From an optimization exercise on the open Yosys and OpenROAD flow, aimed at small area and a short achievable clock period; shortcuts taken in it are not production practice. The RTL was checked by simulation tests, not by an equivalence proof against the original design.

## flow/design.v (module list and top-level ports; edited modules follow where they fit)
// module GCC: 4705 lines
// module fa: 7 lines
module GCC(READY_, Xc, Yc, Xi, Yi, Wi, RESET_, CLK);
  // ...
==> flow/flow/run.sh <==
#!/bin/bash
cd "$(dirname "$0")/.."
cp standard.sh standard_sh.copy.log
cp config.mk config_mk.copy.log
export SETUP_SLACK_MARGIN=33
bash standard.sh > standard.log 2>&1
rc=$?
exit $rc
==> flow/standard.sh <==
#!/bin/bash
# synth_recipe.tcl (not shown) runs the flow's synth.tcl, then flattens the netlist and writes it again
# the make line also repeats each setting of config.mk as NAME=value (left out here)
make -C /OpenROAD-flow-scripts/flow DESIGN_CONFIG=/design/flow/config.mk WORK_HOME=/design/flow/orfs CLKGATE_MAP_FILE= SYNTH_SCRIPT=/design/flow/synth_recipe.tcl "${@:-finish}"
==> flow/config.mk <==
export PLATFORM = sky130hd
export DESIGN_NAME = GCC
export DESIGN_NICKNAME = GCC
export VERILOG_FILES = /design/flow/design.v
export SDC_FILE = /design/flow/constraint.sdc
export NUM_CORES = 4
export LEC_CHECK = 0
export ABC_AREA = 1
export CAP_MARGIN = 60
export CORE_MARGIN = 2
export CORE_UTILIZATION = 40
export PLACE_DENSITY = 0.6
export SLEW_MARGIN = 50
export SYNTH_HIERARCHICAL = 1
==> flow/constraint.sdc <==
create_clock -name core_clock -period 52.0 [get_ports {CLK}]
set_input_delay 10.4000 -clock core_clock [delete_from_list [all_inputs] [get_ports {CLK}]]
set_output_delay 10.4000 -clock core_clock [all_outputs]
set_load 0.01 [all_outputs]
==> results.yml, run 1 <==
run_status:
  status: "complete, no violations"
layout:
  final_nets: 5646
  fin_area_um2: 42200
  drive_above_1_share_pct: 12.3
  regArea_um2: 4690
  multiInputGateArea_um2: 30900
  seq_cells: 187
  sh_seq_area_pct: 11.1
logic_synthesis:
  synth_cell_types: 66
  synth.area.top_cells: "fa_1 (35%), dfrtp_1 (12%), ha_1 (11%), nand2_1 (8.8%), inv_1 (6.3%)"
  syn-num-nets: 5534
  synth_compound_area_share_pct: 10.5
cts:
  clock_latency_ns: 0.47
  cts_resized: 48
  htree_levels: 4
  post_cts_buffers: 6
global_route:
  track_usage_pct: 24.7
  grt_pass1_wl_um: 186000
  grt_max_degree: 61
  grt_util_met2_pct: 41.1
die:
  core-area_um2: 93500
  start_util_pct: 40.5
worst_setup_path:
  required_ns: 52.36
  worst_path_max_delay_cell: "fa_2"
  critical_path_arrival_ns: 18.42
  crit_path_end: "NX[13]$_DFF_PN0_"
  ff2ff_setup_slack_ns: 33.94
  critPathMaxFanout: 29
  slowest_delay_ns: 0.64
  rr_worst_depth: 100
  r2r-end: "NX[13]$_DFF_PN0_"
  crit_family: "adder cells"
min_path:
  holdPathEnd: "READY_$_DFF_PN1_"
  min_from: "delay$_DFF_PN1_"
timing:
  slew_headroom_pct: 59.1
  fin_skew_ns: 0.0149
flow_run:
  maxCapViolations: 0
placement:
  gp_congestion: 0.926
  place_inst: 5783
route:
  wire_per_inst_um: 20.3
==> run 2, diff against run 1 <==
--- a/flow/config.mk
+++ b/flow/config.mk
@@ -10,4 +10,4 @@
 export CORE_MARGIN = 2
-export CORE_UTILIZATION = 40
-export PLACE_DENSITY = 0.6
+export CORE_UTILIZATION = 55
+export PLACE_DENSITY = 0.7
 export SLEW_MARGIN = 50
==> run 2 against run 1 <==
  * Via count up 2.6%
  * Design area shrank 0.98%
  * Routed wire length decreased by 2.6%
  * Clock skew grew 0.0020 ns
  * Die area fell by 27%
  * Critical path type unchanged
  * Highest routed layer unchanged
==> results.yml, run 2 <==
layout:
  final_util_pct: 61.1
  fin_area_um2: 41800
  final_nets: 5642
  reg_top3: "NX: 15 flops, NY: 15 flops, S3: 9 flops"
  n_antenna_cell: 0
  final_cell_mix: "nand2_1 (862), nor2_1 (612), fa_1 (609)"
  layout_commonest_cell: "nand2_1"
  n_fill_cell: 5910
  drive_above_1_share_pct: 11.8
  syn_to_final_growth_pct: 10.5
logic_synthesis:
  syn-num-nets: 5534
  syn_inst: 4533
  synth_top_cell_by_area: "fa_1"
  synth-edff-count: 0
  synth_cell_types: 66
  synth.ff_latch_count: 187
  synth.area.top_cells: "fa_1 (35%), dfrtp_1 (12%), ha_1 (11%), nand2_1 (8.8%), inv_1 (6.3%)"
  synth_top_cells_by_count: "nand2_1 (883), fa_1 (656), inv_1 (637)"
  ys.flop_type: "dfrtp_1"
  synth-async-reset-ratio_pct: 100
  synth_top_area_share_pct: 34.7
  synth.most_common_cell: "nand2_1"
  syn-cell-area_um2: 37800
  syn_avg_cell_area_um2: 8.34
  yosys_warnings: 7
  synth-seq-area-share_pct: 12.4
timing:
  tightest_slew_ns: 0.634
  timing.final.crit_share_pct: 34.9
  slew_violations: 0
  max_clock_freq_mhz: 55.1
  setup_viol: 0
  slew_headroom_pct: 57.5
  post-route-min-period_ns: 18.15
  fin_hold_ws_ns: 0.357
  grt_setup_unrepaired: "no"
  report.final.hold_viol_count: 0
  setup_slack_ns: 33.85
  setup_tns_ns: 0
  fin_skew_ns: 0.0168
route:
  routed-wl-met3_um: 8270
  wire_per_inst_um: 21.1
  drt-pass1-iter-count: 7
  remaining_drc_errors: 0
  drt.antenna.violating_nets: 0
  wl_met2_um: 55600
  wl_met1_um: 46300
  wirelength_um: 117000
  drt_iter0_drc: 2989
  via_count: 32200
  routed_via_density: 5.81
  routed.top_layer: "met5"
cts:
  clockBufferDepth: 2
  cts_buffers: 17
  cts_sinks: 187
  clock_latency_ns: 0.46
  htree_levels: 4
  path_clk_slew_ns: 0.07
  cts_tree: "built"
  clockRootBuffer: "clkbuf_16"
placement:
  dpl.hpwl_um: 93200
  io_buffers: 38
  place_ws_ns: 32.44
  placed_cell_area_um2: 39700
  gp_congestion: 0.981
worst_setup_path:
  slowest_delay_ns: 0.55
  critical_path_arrival_ns: 18.49
  worst_path_max_delay_cell: "fa_2"
  required_ns: 52.34
  startpoint_type: "flip-flop"
  cp-end-kind: "flip-flop"
  crit_family: "adder cells"
  path_buf_inv: 18
  setup.worst_path.class: "flip-flop to flip-flop"
  critPathMaxFanout: 29
  path_common_cell: "nand2_1"
min_path:
  hold_class: "flip-flop to flip-flop"
global_route:
  grt_overflow: 0
  track_usage_pct: 33.1
  antenna_found_initial: 1
  grt_pass1_vias: 32300
  grt_pass1_wl_um: 181000
  grt_max_degree: 79
run_status:
  status: "complete, no violations"
die:
  core-area_um2: 68300
  fp.dieArea_um2: 70900
  die_y_um: 266
  fp-row-count: 96
  io_pins: 39
  dieWidth_um: 266
  start_util_pct: 55.3
flow_run:
  maxCapViolations: 0
[run 2: cell count changes in the layout (fill, tap and decap cells not counted), sizes merged]
| cell | change |
|---|---|
| clkdlybuf4s15 | +2 |
| clkbuf | +7 |
| clkdlybuf4s50 | +5 |
| buf | -14 |
| bufinv | +3 |
| clkdlybuf4s18 | +1 |
| clkinvlp | -5 |
| diode | -1 |
| inv | +2 |
| clkinv | -5 |
[run 2: path summary, 6_finish.rpt]
path                            cells past startpoint             from           endpoint  slack, ns
worst min-delay path                                0  delay$_DFF_PN1_   READY_$_DFF_PN1_       0.36
worst max register to register                    101  S3[0]$_DFF_PN0_   NX[13]$_DFF_PN0_      33.85
worst max-delay path                              101  S3[0]$_DFF_PN0_   NX[13]$_DFF_PN0_      33.85
min in group asynchronous                           1           RESET_    Yc[6]$_DFF_PN0_       9.72
max in group asynchronous                           4           RESET_  x5[2]$_DFFE_PN0N_      40.81
worst min register to register                      0  delay$_DFF_PN1_   READY_$_DFF_PN1_       0.36
[run 2: area by class of cell]
class	instances	area (um^2)	area share, %
multi-input combinational	3564	30900	74.0
inverter	670	2540	6.08
sequential	187	4680	11.2
clock inverter	9	136	0.326
clock buffer	22	474	1.13
timing repair buffer	201	1930	4.62
tap	882	1100	2.64
[run 2: per-layer routing]
metal	up-vias	track usage [%]
met5	-	0
met4	2	17.0
met3	315	5.01
met2	1435	54.3
met1	15900	42.6
li1	14500	-
[run 2: worst reg2reg max path: cells and delay by family, from the launching register on]
kind | cells | cell delay, ns
xor+xnor | 1 | 0.13
fa+ha+maj | 25 | 9.34
simple gates | 42 | 3.70
buf+inv | 18 | 1.99
flops | 1 | 0.40
compound gates | 15 | 2.46
[run 2: per-stage QoR]
stage / std cells
2_1_floorplan: 4533
3_3_place_gp: 5386
3_5_place_dp: 5422
4_1_cts: 5454
5_1_grt: 5535
6_report: 5535
[run 2: repair_timing]
| action | in CTS | in global routing |
|---|---|---|
| setup endpoints to repair | 14 | 28 |
| endpoints found under the hold margin | 0 | 0 |
| hold buffers | 0 | 0 |
| buffers inserted | 1 | 70 |
| pin swaps | 1 | 49 |
| gates resized for setup | 33 | 209 |
| cloned | 0 | 6 |
[run 2: cell families (layout without fill, tap and decap cells)]
family | Yosys count | after routing | share of synthesized area (%)
AO/OA/AOI/OAI | 658 | 658 | 10.5
XOR/XNOR | 148 | 148 | 3.61
adder cells (fa/ha/maj) | 980 | 980 | 45.4
buffers and inverters | 783 | 902 | 8.31
flip-flops | 187 | 187 | 12.4
multiplexers | 9 | 9 | 0.265
other | 1 | 1 | 0.00991
AND/OR/NAND/NOR | 1767 | 1768 | 19.5
[run 2: modules after synthesis, one instance, submodules excluded]
module | flip-flops and latches | cell area, um^2 | cells | times used
fa | 0 | 20.0 | 1 | 529
GCC | 187 | 27200 | 4004 | 1
==> run 3, diff against run 2 <==
--- a/flow/config.mk
+++ b/flow/config.mk
@@ -8,7 +8,7 @@
 export ABC_AREA = 1
-export CAP_MARGIN = 60
+export CAP_MARGIN = 20
 export CORE_MARGIN = 2
-export CORE_UTILIZATION = 55
-export PLACE_DENSITY = 0.7
-export SLEW_MARGIN = 50
+export CORE_UTILIZATION = 40
+export PLACE_DENSITY = 0.6
+export SLEW_MARGIN = 20
 export SYNTH_HIERARCHICAL = 1
==> run 3 against run 2 <==
  * Non-clock buffer count shrank 1
  * Utilization decreased by 16 points
  * Routed wire length grew 4.1%
  * Still clean
  * Via count fell by 2.1%
  * Critical endpoint unchanged
  * Sequential share of layout area shrank 0.14 points
  * Worst hold slack gained 0.0027 ns
  * Count of clock-buffer cells in the layout decreased by 5
  * Design area up 1.3%
==> results.yml, run 3 <==
run_status:
  status: "complete, no violations"
worst_setup_path:
  r2r-start: "S3[0]$_DFF_PN0_"
  slowest_delay_ns: 0.62
  path_common_cell: "fa_1"
  startpoint_type: "flip-flop"
  ff2ff_setup_slack_ns: 33.92
  cp-end-kind: "flip-flop"
  critical_path_arrival_ns: 18.44
  r2r-end: "NX[13]$_DFF_PN0_"
  critPathMaxFanout: 19
  worst_path_max_delay_cell: "o21ai_0"
  rr_worst_depth: 83
  required_ns: 52.36
  setup.worst_path.class: "flip-flop to flip-flop"
timing:
  setup_viol: 0
  post-route-min-period_ns: 18.08
  setup_tns_ns: 0
  max_clock_freq_mhz: 55.3
  timing.final.crit_share_pct: 34.8
  fin_hold_ws_ns: 0.359
  fin_skew_ns: 0.0126
  grt_setup_unrepaired: "no"
  slew_violations: 0
  slew_headroom_pct: 25.2
  tightest_slew_ns: 1.11
  report.final.hold_viol_count: 0
layout:
  drive_above_1_share_pct: 12.2
  final_nets: 5643
  syn_to_final_growth_pct: 11.9
  final_cell_mix: "nand2_1 (868), nor2_1 (612), fa_1 (598)"
  fin_area_um2: 42300
  layout_commonest_cell: "nand2_1"
  reg_top3: "NX: 15 flops, NY: 15 flops, S3: 9 flops"
global_route:
  grt_pass1_vias: 31700
  grt_pass1_wl_um: 186000
  track_usage_pct: 24.8
  antenna_found_initial: 3
  grt_max_degree: 68
  grt_overflow: 0
placement:
  dpl.hpwl_um: 95800
  io_buffers: 38
  gp_congestion: 0.926
  placed_cell_area_um2: 39500
die:
  die_y_um: 312
  io_pins: 39
  start_util_pct: 40.5
  fp.dieArea_um2: 97000
  core-area_um2: 93500
  fp-row-count: 112
  dieWidth_um: 312
route:
  drt-pass1-iter-count: 6
  drt.antenna.violating_nets: 0
  remaining_drc_errors: 0
  drt_iter0_drc: 2839
  wirelength_um: 122000
  routed_via_density: 5.33
  wire_per_inst_um: 20.6
  via_count: 31500
cts:
  clockBufferDepth: 2
  htree_levels: 4
  cts_tree: "built"
  clock_latency_ns: 0.47
  cts_hold_buf: 0
  cts_sinks: 187
  path_clk_slew_ns: 0.08
  clockRootBuffer: "clkbuf_16"
  cts_buffers: 17
logic_synthesis:
  synth.ff_latch_count: 187
  synth_cell_types: 66
  syn_inst: 4533
  syn-num-nets: 5534
  synth-async-reset-ratio_pct: 100
  synth_top_cells_by_count: "nand2_1 (883), fa_1 (656), inv_1 (637)"
  synth.area.top_cells: "fa_1 (35%), dfrtp_1 (12%), ha_1 (11%), nand2_1 (8.8%), inv_1 (6.3%)"
  syn-cell-area_um2: 37800
  ys.flop_type: "dfrtp_1"
  synth_top_cell_by_area: "fa_1"
  synth_top_area_share_pct: 34.7
  synth-seq-area-share_pct: 12.4
  synth-edff-count: 0
  synth.most_common_cell: "nand2_1"
  yosys_warnings: 7
  syn_avg_cell_area_um2: 8.34
min_path:
  min_from: "delay$_DFF_PN1_"
  holdPathEnd: "READY_$_DFF_PN1_"
  hold_depth: 0
  hold_class: "flip-flop to flip-flop"
flow_run:
  maxCapViolations: 0
==> run 3: routing by layer <==
layer / GRT usage (%) / vias up / part of all wire, %
met5: 0 / - / 0.012
met2: 41.6 / 1133 / 48
met3: 2.63 / 189 / 5.8
met1: 33.4 / 15600 / 43
met4: 8.44 / 4 / 4.0
li1: - / 14600 / -
==> run 3: kinds of logic after synthesis <==
logic type | count (synthesis) | share of synthesized area (%)
XOR/XNOR | 148 | 3.61
AO/OA/AOI/OAI | 658 | 10.5
flip-flops | 187 | 12.4
other | 1 | 0.00991
adder cells (fa/ha/maj) | 980 | 45.4
buffers and inverters | 783 | 8.31
AND/OR/NAND/NOR | 1767 | 19.5
multiplexers | 9 | 0.265
==> run 3: worst max path at each step <==
stage / from / to / cells after the start / slack [ns]
3_3_place_gp: S[5]$_DFF_PN0_ / NX[13]$_DFF_PN0_ / 86 / 31.90
4_1_cts: S[6]$_DFF_PN0_ / NX[13]$_DFF_PN0_ / 100 / 33.02
3_5_place_dp: S[5]$_DFF_PN0_ / NX[13]$_DFF_PN0_ / 92 / 31.55
2_1_floorplan: Wi[1] / NY[12]$_DFF_PN0_ / 22 / 34.48
6_report: S3[0]$_DFF_PN0_ / NX[13]$_DFF_PN0_ / 83 / 33.92
5_1_grt: S3[0]$_DFF_PN0_ / NY[13]$_DFF_PN0_ / 101 / 32.94
==> run 3: modules after synthesis, one instance, submodules excluded <==
module  cells inside  area [um^2]
GCC             4004        27200
fa                 1         20.0
==> run 3: what timing repair did <==
| item | CTS | global route |
|---|---|---|
| pin swaps | 1 | 48 |
| gates cloned | 0 | 8 |
| setup endpoints to repair | 24 | 29 |
| resized for setup | 92 | 230 |
| buffers inserted | 20 | 93 |
==> run 3: cell type report <==
class / instances / area (um^2)
diodes: 1 / 2.50
flip-flops and latches: 187 / 4690
well taps: 1254 / 1570
multi-input cells: 3566 / 31000
inverters: 670 / 2590
clock inverters: 14 / 133
fillers: 9304 / 51100
clock buffers: 17 / 425
repair buffers: 200 / 1920
==> run 3: critical path, delay by kind of cell (launching register included) <==
family,cells,cell delay [ns]
buffers and inverters,11,1.39
DFF,1,0.36
xor gates and xnor gates,2,0.45
AOI/OAI and AO/OA,19,3.76
and+or+nand+nor,29,3.17
adders and majority gates,22,8.79
==> run 3: per-stage QoR <==
stage | worst slack [ns] | util, % | instances
floorplan | 34.48 | - | 4533
global placement | 31.90 | 42.3 | 5756
detailed placement | 31.55 | 42.3 | 5756
CTS | 33.02 | 43.5 | 5807
finish | 33.92 | 45.3 | 5909
global route | 32.94 | 45.3 | 5908
==> run 4, diff against run 3 <==
==> flow/flow/run.sh (replaced) <==
#!/bin/bash
cd "$(dirname "$0")/.."
cp standard.sh standard_sh.copy.log
cp config.mk config_mk.copy.log
export SETUP_SLACK_MARGIN=33.5
bash standard.sh > standard.log 2>&1
rc=$?
exit $rc
==> run 4 against run 3 <==
  * Still clean on timing, DRC and antenna
  * Die area is the same
  * Via count is 0.96% higher
  * Clock skew shrank 0.0027 ns
  * Worst hold slack about the same
  * Worst setup slack improved by 0.084 ns
  * Sequential cell count did not move
  * Count of clock-buffer cells in the layout did not move
  * Synthesized area unchanged
==> results.yml, run 4 <==
logic_synthesis:
  synth-edff-count: 0
  syn-cell-area_um2: 37800
  synth_compound_area_share_pct: 10.5
  synthMuxAreaShare_pct: 0.265
  synth_cell_types: 66
  synth-seq-area-share_pct: 12.4
  syn-num-nets: 5534
  yosys_warnings: 7
  synth.most_common_cell: "nand2_1"
  syn_avg_cell_area_um2: 8.34
  synth_top_cells_by_count: "nand2_1 (883), fa_1 (656), inv_1 (637)"
  synth_fa_ha_area_share_pct: 45.4
  ys.flop_type: "dfrtp_1"
  synth-xor-area-share_pct: 3.61
  synth.ff_latch_count: 187
  synth.area.top_cells: "fa_1 (35%), dfrtp_1 (12%), ha_1 (11%), nand2_1 (8.8%), inv_1 (6.3%)"
  synth_top_family_by_area: "adder cells"
  syn_inst: 4533
  synth-async-reset-ratio_pct: 100
  synth_top_cell_by_area: "fa_1"
  synthSimpleGateAreaFrac_pct: 19.5
  synth_top_area_share_pct: 34.7
timing:
  max_clock_freq_mhz: 55.6
  slew_violations: 0
  fin_skew_ns: 0.00986
  setup_tns_ns: 0
  post-route-min-period_ns: 18.00
  timing.final.crit_share_pct: 34.6
  grt_setup_unrepaired: "yes"
  tightest_slew_ns: 1.08
  report.final.hold_viol_count: 0
  setup_slack_ns: 34.00
  setup_viol: 0
  slew_headroom_pct: 27.4
  fin_hold_ws_ns: 0.359
route:
  via_count: 31800
  drt-pass1-iter-count: 6
  remaining_drc_errors: 0
  wire_per_inst_um: 20.7
  wirelength_um: 124000
  drt.antenna.violating_nets: 0
  drt_iter0_drc: 2618
  routed_via_density: 5.33
global_route:
  antenna_found_initial: 3
  grt_pass1_vias: 31700
  grt_max_degree: 68
  grt_pass1_wl_um: 187000
  grt_overflow: 0
  track_usage_pct: 24.8
layout:
  n_antenna_cell: 0
  syn_to_final_growth_pct: 14.3
  final_cell_mix: "nand2_1 (853), nor2_1 (604), fa_1 (587)"
  reg_top3: "NX: 15 flops, NY: 15 flops, S3: 9 flops"
  layout_commonest_cell: "nand2_1"
  final_nets: 5697
  fin_area_um2: 43200
  n_fill_cell: 9184
  drive_above_1_share_pct: 14.8
die:
  io_pins: 39
  die_y_um: 312
  start_util_pct: 40.5
  dieWidth_um: 312
  fp.dieArea_um2: 97000
  fp-row-count: 112
  core-area_um2: 93500
worst_setup_path:
  setup.worst_path.class: "input pin to flip-flop"
  required_ns: 52.36
  cp-end-kind: "flip-flop"
  worstPathCellList: "clkdlybuf4s50_1 > nand2_1 > fa_1 > fa_1 > fa_1 > fa_1 > fa_1 > fa_1 > fa_1 > fa_1 > fa_1 > fa_1 > inv_1 > fa_1 > fa_1 > ha_1 > a21oi_1 > o21ai_2 > a21oi_2 > o21bai_2 > fa_1 > xnor2_1"
  startpoint_type: "input pin"
  path_common_cell: "fa_1"
  worst_path_max_delay_cell: "clkdlybuf4s50_1"
  critical_path_arrival_ns: 18.36
  ff2ff_setup_slack_ns: 34.14
  critPathMaxFanout: 19
  slowest_delay_ns: 1.10
placement:
  dpl.hpwl_um: 95800
  placed_cell_area_um2: 39500
  gp_congestion: 0.926
  io_buffers: 38
  place_ws_ns: 31.55
cts:
  cts_tree: "built"
  clockBufferDepth: 2
  clock_latency_ns: 0.47
  cts_sinks: 187
  cts_buffers: 17
  clockRootBuffer: "clkbuf_16"
  path_clk_slew_ns: 0.08
  htree_levels: 4
run_status:
  status: "complete, no violations"
flow_run:
  maxCapViolations: 0
min_path:
  hold_class: "flip-flop to flip-flop"
run 4: area by class of cell:
cell class / instances / area (um^2) / share of cell area (%)
multi-input cells: 3567 / 31400 / 72.6
flip-flops and latches: 187 / 4690 / 10.8
inverters: 670 / 2600 / 6.02
repair buffers: 253 / 2420 / 5.60
well taps: 1254 / 1570 / 3.63
clock buffers: 17 / 425 / 0.984
clock inverters: 14 / 133 / 0.307
run 4: through the flow:
step	util (%)	instances
floorplan	-	4533
global placement	42.3	5756
detailed placement	42.3	5756
CTS	43.8	5819
global route	46.2	5962
finish	46.2	5962
run 4: kinds of logic after synthesis:
kind of cell               Yosys count
and+or+nand+nor                   1767
adders and majority gates          980
buffers and inverters              783
AOI/OAI and AO/OA                  658
DFF                                187
xor gates and xnor gates           148
muxes                                9
other                                1
run 4: modules after synthesis (local to each module, per instance):
module  area [um^2]  times used  cells  flops+latches
fa             20.0         529      1              0
GCC           27200           1   4004            187
run 4: path summary, 6_finish.rpt:
| kind | startpoint | end | depth (start not counted) |
|---|---|---|---|
| worst max-delay path | Wi[1] | NX[13]$_DFF_PN0_ | 22 |
| worst min-delay path | delay$_DFF_PN1_ | READY_$_DFF_PN1_ | 0 |
| worst max register to register | S[2]$_DFF_PN0_ | NX[13]$_DFF_PN0_ | 94 |
| worst min register to register | delay$_DFF_PN1_ | READY_$_DFF_PN1_ | 0 |
| max in group asynchronous | RESET_ | x4[1]$_DFFE_PN0N_ | 3 |
| min in group asynchronous | RESET_ | Yc[7]$_DFF_PN0_ | 1 |
run 4: metal layers:
metal	vias to the layer above	track usage [%]	wire length [um]
li1	14700	-	-
met1	15800	33.3	52800
met2	1146	41.6	58600
met3	211	2.86	6850
met4	6	8.60	5300
met5	-	0	29
run 4: critical path, delay by kind of cell:
kind | cells | cell delay [ns]
buffers and inverters | 2 | 1.16
XOR/XNOR | 1 | 0.13
AND/OR/NAND/NOR | 1 | 0.18
AO/OA/AOI/OAI | 4 | 0.53
adder cells (fa/ha/maj) | 14 | 5.93
run 4: timing repair:
item,in CTS,in global routing
setup buffers,31,131
hold buffers,0,0
gates resized for setup,130,294
pin swaps,8,101
cloned,1,12
setup endpoints to repair,31,29

[port drivers added, routing unchanged]
No port has a modelled driver above. Below, the same layouts with a new extraction and two added sets of constraints.
Step 1 assumes that a clkbuf_16 drives the clock port and a buf_2 every other input.
Step 2 moves the port delays by t, midway between the first and last clock arrival at a register: inputs arrive t later, outputs are due t later. That takes back most of the time a late clock gives input paths.
Three values: no drivers, after step 1, after step 2; two values: the first two.
run | t, ns | slack for setup (ns) | latest minus earliest clock arrival (ns) | slew at the worst register clock pin (ns)
run 1 | 0.516 | 33.938 / 33.938 / 33.765 | 0.015 / 0.015 | 0.08 / 0.08
run 2 | 0.506 | 33.850 / 33.850 / 33.692 | 0.017 / 0.017 | 0.08 / 0.08
run 3 | 0.520 | 33.919 / 33.919 / 33.499 | 0.013 / 0.012 | 0.08 / 0.08
run 4 | 0.528 | 34.002 / 34.036 / 33.508 | 0.009 / 0.010 | 0.08 / 0.08
After both steps every run listed still meets setup and hold. For run 4, which loses most, drivers alone change the setup slack by +0.034 ns; drivers and shift together by -0.494 ns.
